What follows belongs to an exercise in optimizing a design on an open flow for small area, a short achievable clock period and few clock cycles; a production flow would make more cautious choices. Where RTL was checked, it was by simulation tests only, not by an equivalence proof against the original. Power figures rest on the tool's default switching activity, not on a simulated workload.

## run A
==> flow/design.v (excerpt) <==
module GCD(
	input clk,
	input rst,
	input start,
	input [7:0] A,
	input [7:0] B,
	output [7:0] gcd_result,
	output ready
);
reg [5:0] a_h;
reg [5:0] b_h;
reg       zf;     
reg       busy;
reg       rdy;
reg [7:0] res;
function [7:0] lowbit8(input [7:0] v);
	reg seen;
	integer i;
	begin
		seen = 1'b0;
		for (i = 0; i < 8; i = i + 1) begin
			lowbit8[i] = v[i] & ~seen;
			seen = seen | v[i];
		end
	end
endfunction
function [5:0] oddhi(input [7:0] v);
	reg [7:0] x;
	reg [7:0] p;
	integer   i, t;
	begin
		x = v ^ {8{v[7]}};
		p = lowbit8(v);
		for (i = 0; i < 6; i = i + 1) begin
			oddhi[i] = 1'b0;
			for (t = 0; t + i + 1 < 7; t = t + 1)
				oddhi[i] = oddhi[i] | (p[t] & x[i + 1 + t]);
		end
	end
endfunction
wire za = (A == 8'd0);
wire zb = (B == 8'd0);
wire [6:0] d = {1'b0, a_h} - {1'b0, b_h};
wire       s = d[6];                  
wire [5:0] m = d[5:0] ^ {6{s}};
wire [5:0] u = a_h ^ b_h;
wire       eq = (u == 6'd0);          
reg  [5:0] above;                     
integer q;
always @* begin
	above[0] = 1'b0;
	for (q = 1; q < 6; q = q + 1) above[q] = above[q - 1] | u[q - 1];
end
wire one_next = ~|(m & above);
wire one_now  = (a_h == 6'd0) | (b_h == 6'd0);
wire found = eq | one_now | one_next;
wire [5:0] pu = u & ~above;
reg  [5:0] b_step;
integer bi, bt;
always @* begin
	for (bi = 0; bi < 6; bi = bi + 1) begin
		b_step[bi] = 1'b0;
		for (bt = 0; bt + bi + 1 < 6; bt = bt + 1)
			b_step[bi] = b_step[bi] | (pu[bt] & m[bi + bt + 1]);
	end
end
wire [5:0] a_step = s ? a_h : b_h;
wire [6:0] g = {a_h | b_h, 1'b1};
reg  [7:0] res_shift;
integer i, j;
always @* begin
	for (i = 0; i < 8; i = i + 1) begin
  ...
Size in the first run: ~350 cells after synthesis, roughly 23 flip-flops, roughly 28 I/O pins.
clock: 4.0 ns
lec_check: 0
abc_area: 1
cap_margin: 20
core_margin: 2
core_utilization: 65
cts_buf_list: sky130_fd_sc_hd__clkbuf_8
setup_slack_margin: 1.7
slew_margin: 20
standard.sh (not shown) runs the stock make flow with config.mk's settings and CLKGATE_MAP_FILE= SYNTH_SCRIPT=/design/flow/synth_recipe.tcl, a recipe that flattens the netlist after the stock synthesis.
==> flow/flow/run.sh <==
#!/bin/bash
set -euo pipefail
bash standard.sh 'BUFFER_PORTS_ARGS=-buffer_cell sky130_fd_sc_hd__buf_2' ADDER_MAP_FILE= \
  'SETUP_MOVE_SEQUENCE=sizeup,swap' SKIP_GATE_CLONING=1 SKIP_LAST_GASP=1 \
  finish > standard_flow.log 2>&1
Run A: PASS, flow complete, no timing, DRC or antenna violations
Testbench counts of run A, summed over its fixed seeds: cycles 34,956.
> inputs changed (run A -> run B)
- SETUP_SLACK_MARGIN now 2.0, was 1.7
- CORE_UTILIZATION now 80, was 65
### Flow results
Against run A, run B reports a die height that is lower. Run B did not finish; the tool stopped in global placement with error GPL-0301. Compared with run A, run B shows initial core utilization higher by 16 points. Between run B and run A, the mean area per synthesized cell figures differ only marginally. Run B ends up with lower number of placement rows than run A does. Mapped cell area came out exactly the same in run A and run B.
Setup changes, run B to run C
- changing SETUP_SLACK_MARGIN from 2.0 to 2.1
- changing CORE_UTILIZATION from 80 to 65
--- outcome ---
Run C went all the way through synthesis, placement and routing and the layout is clean on timing, DRC and antenna. On run C: starting utilization of the core area is 16 points lower than what run B gave. Run B → run C: number of library cell types mapped by synthesis shows no meaningful change; height of the chip shows an increase of 10%; synthesized cell count shows no meaningful change.

========
job 7193:
GCD, a different RTL version from the one above (not shown whole).
Size: roughly 320 cells after synthesis, roughly 28 I/O pins.
Settings: LEC_CHECK=0, CAP_MARGIN=20, CORE_MARGIN=2, CORE_UTILIZATION=40, SETUP_SLACK_MARGIN=1.0, SLEW_MARGIN=20; clock period 4.0 ns.
run.sh (not shown) runs the stock make flow with config.mk's settings and CLKGATE_MAP_FILE= SYNTH_SCRIPT=/design/flow/synth_recipe.tcl, a recipe that flattens the netlist after the stock synthesis.
Stock flow here: none of the scripts above is used.
Edits applied to the flow inputs when going from job 7193 to job 3016:
Settings: an added ABC_AREA of 1; a deleted SETUP_SLACK_MARGIN that had been 1.0.
==> flow/flow/run.sh (new file) <==
#!/bin/bash
set -euo pipefail
bash standard.sh 'BUFFER_PORTS_ARGS=-buffer_cell sky130_fd_sc_hd__buf_2' finish > standard_flow.log 2>&1
==> flow/standard.sh (new file) <==
#!/bin/bash
# synth_recipe.tcl (not shown) runs the flow's synth.tcl, then flattens the netlist and writes it again
# the make line also repeats each setting of config.mk as NAME=value (left out here)
make -C /OpenROAD-flow-scripts/flow DESIGN_CONFIG=/design/flow/config.mk WORK_HOME=/design/flow/orfs CLKGATE_MAP_FILE= SYNTH_SCRIPT=/design/flow/synth_recipe.tcl "${@:-finish}"
removed: flow/run.sh
Notes after the runs:
Diff job 7193 -> job 3016 | overall power of the completed layout | down by a few percent. When job 3016 is measured against job 7193, its total leakage power turns out about 23% higher. Job 3016 vs. job 7193: switching fraction of total power moved up; setup slack moved up; clock power moved up.
Input changes introduced in job 1301 (baseline for comparison: job 3016):
Settings: clearing ABC_AREA, which used to be 1; putting SETUP_SLACK_MARGIN at 2.0 where nothing was set.
Findings:
Sort job 1301 and job 3016 by number of fillers in the final layout, ascending, and job 1301 comes first.
Re buffer count from post-CTS setup fixing: job 1301 is 31 up on job 3016.
Between job 3016 and job 1301, total power increased.
### job 1301 -> job 1378
Settings: SETUP_SLACK_MARGIN no longer set, was 2.0.
==> comparison <==
Job 1378 closes out successfully: all stages finished, all timing, DRC and antenna checks passed. Re required time at the endpoint of the critical path: job 1301 and job 1378 aren't equal, and the lower value belongs to job 1301. [compare] base=job 1301 new=job 1378: routed wire length on met2 saw a decrease, routing usage on met2 saw a decrease, part of the power in the clock network saw an increase, max-slew headroom at the worst pin saw a decrease. Job 1378 ends up with a final estimated routing congestion in global placement that is about 7% higher than in job 1301. Compared with job 1301, power in job 1378 decreased by more than a quarter. Wire: job 1378 routes less than job 1301. Comparing clock-buffer cell count for job 1301 and job 1378, the smaller number came from job 1378. Layout cell share with drive strength beyond 1 in job 1378 is 29 points lower than in job 1301. Side by side, quantity of gates resized following cts turned out lower in job 1378 than in job 1301.
### job 1378 -> job 7813
Settings: setting SETUP_SLACK_MARGIN to 1.2 for the first time.
==> flow/run.sh (new file) <==
#!/bin/bash
# synth_recipe.tcl (not shown) runs the flow's synth.tcl, then flattens the netlist and writes it again
# the make line also repeats each setting of config.mk as NAME=value (left out here)
make -C /OpenROAD-flow-scripts/flow DESIGN_CONFIG=/design/flow/config.mk WORK_HOME=/design/flow/orfs CLKGATE_MAP_FILE= SYNTH_SCRIPT=/design/flow/synth_recipe.tcl finish
removed: flow/flow/run.sh
removed: flow/standard.sh
Job 1378 vs job 7813, critical setup path kind: input port to register vs register to output port
Summary of job 7813 over job 1378: combinational share of power moved up; critical path depth shows a reduction of 2; final weighted congestion of routability-driven global placement lower; final cell count picked up an extra about 1.7%; number of vias after detailed routing higher.
k[2]$_DFFE_PP_ as the startpoint of the most critical setup path was reported by job 7813, and B[0] by job 1378.
The clock network power share in job 7813 was lower than what job 1378 gave.
Job 7813 against job 1378: proportion of cell area occupied by registers went down; shortest clock period the worst path allows after layout went up.
Compared job 7813 vs job 1378, and global-route usage over all layers is up in job 7813.
Relative to job 7813, the following input files were edited for job 467:
Settings: SETUP_SLACK_MARGIN: 1.2 -> 1.0.
==> flow/flow/run.sh (new file) <==
#!/bin/bash
set -euo pipefail
bash standard.sh 'BUFFER_PORTS_ARGS=-buffer_cell sky130_fd_sc_hd__buf_2' finish > standard_flow.log 2>&1
==> flow/standard.sh (new file) <==
#!/bin/bash
# synth_recipe.tcl (not shown) runs the flow's synth.tcl, then flattens the netlist and writes it again
# the make line also repeats each setting of config.mk as NAME=value (left out here)
make -C /OpenROAD-flow-scripts/flow DESIGN_CONFIG=/design/flow/config.mk WORK_HOME=/design/flow/orfs CLKGATE_MAP_FILE= SYNTH_SCRIPT=/design/flow/synth_recipe.tcl "${@:-finish}"
removed: flow/run.sh
--- outcome ---
Looking at final critical-path required period, job 467 sits 0.025 ns below job 7813.
A capture point of the worst path of b_h[4]$_DFF_P_ is what job 467 shows, while gcd_result[4] belongs to job 7813.
Clock group total power (job 467 over job 7813): increase, about 4%
Maximum VDD drop in job 467 vs job 7813: up 52%
Job 467 vs. job 7813: combined area of the multi-input logic cells went down by 4.0%.
Number of gates resized after cts (higher): job 7813
What job 7813 reported for internal power summed over all cells has to be multiplied by 0.934 to get the figure for job 467.
Cell area after synthesis came out exactly the same in job 467 and job 7813.
Relative to job 7813, total global-route track usage decreased by 0.47 points in job 467.
| sum of met2 wire segment lengths after detailed routing | lower: job 467 |
For design area, dividing the value from job 7813 by the value from job 467 gives 1.10.
Each of the runs, namely job 467 and job 7813, reached the end of the flow and came out clean.
Cmp job 467 vs job 7813: portion of total power attributed to sequential cells higher in job 467
Function was not checked in any run of this note: the RTL went through the layout flow alone.

-- afterwards: timing with drivers on the ports --
The results above use ideal ports. As a check the final layouts listed here were re-extracted and re-timed, cells and wires unchanged.
Step 1: set_driving_cell puts a clkbuf_16 on clk and a buf_2 on each other input, an assumption about the parent block.
Step 2 adds t to the input delays and takes it off the output delays; t is the mean of the earliest and latest rising clock arrival at the registers after step 1. Input paths then give back, and output paths get back, about the clock's delay inside the block.
a / b / c = ideal ports / drivers / drivers and shift; a / b = the first two.
run	t, ns	setup slack, ns	clock arrival spread, ns	worst register clock-pin slew, ns
run A	0.284	1.858 / 1.858 / 1.683	0.001 / 0.001	0.08 / 0.08
run C	0.285	2.056 / 2.056 / 1.867	0.005 / 0.006	0.08 / 0.08
job 7193	0.271	1.103 / 1.078 / 0.933	0.007 / 0.007	0.07 / 0.07
job 3016	0.278	1.362 / 1.337 / 1.610	0.007 / 0.008	0.08 / 0.08
job 1301	0.278	1.521 / 1.495 / 1.554	0.008 / 0.008	0.07 / 0.07
job 1378	0.275	1.302 / 1.305 / 1.033	0.015 / 0.015	0.08 / 0.08
job 7813	0.271	1.276 / 1.252 / 1.077	0.007 / 0.007	0.07 / 0.07
job 467	0.275	1.302 / 1.305 / 1.033	0.015 / 0.015	0.08 / 0.08
After both steps setup and hold are still met in every run listed.
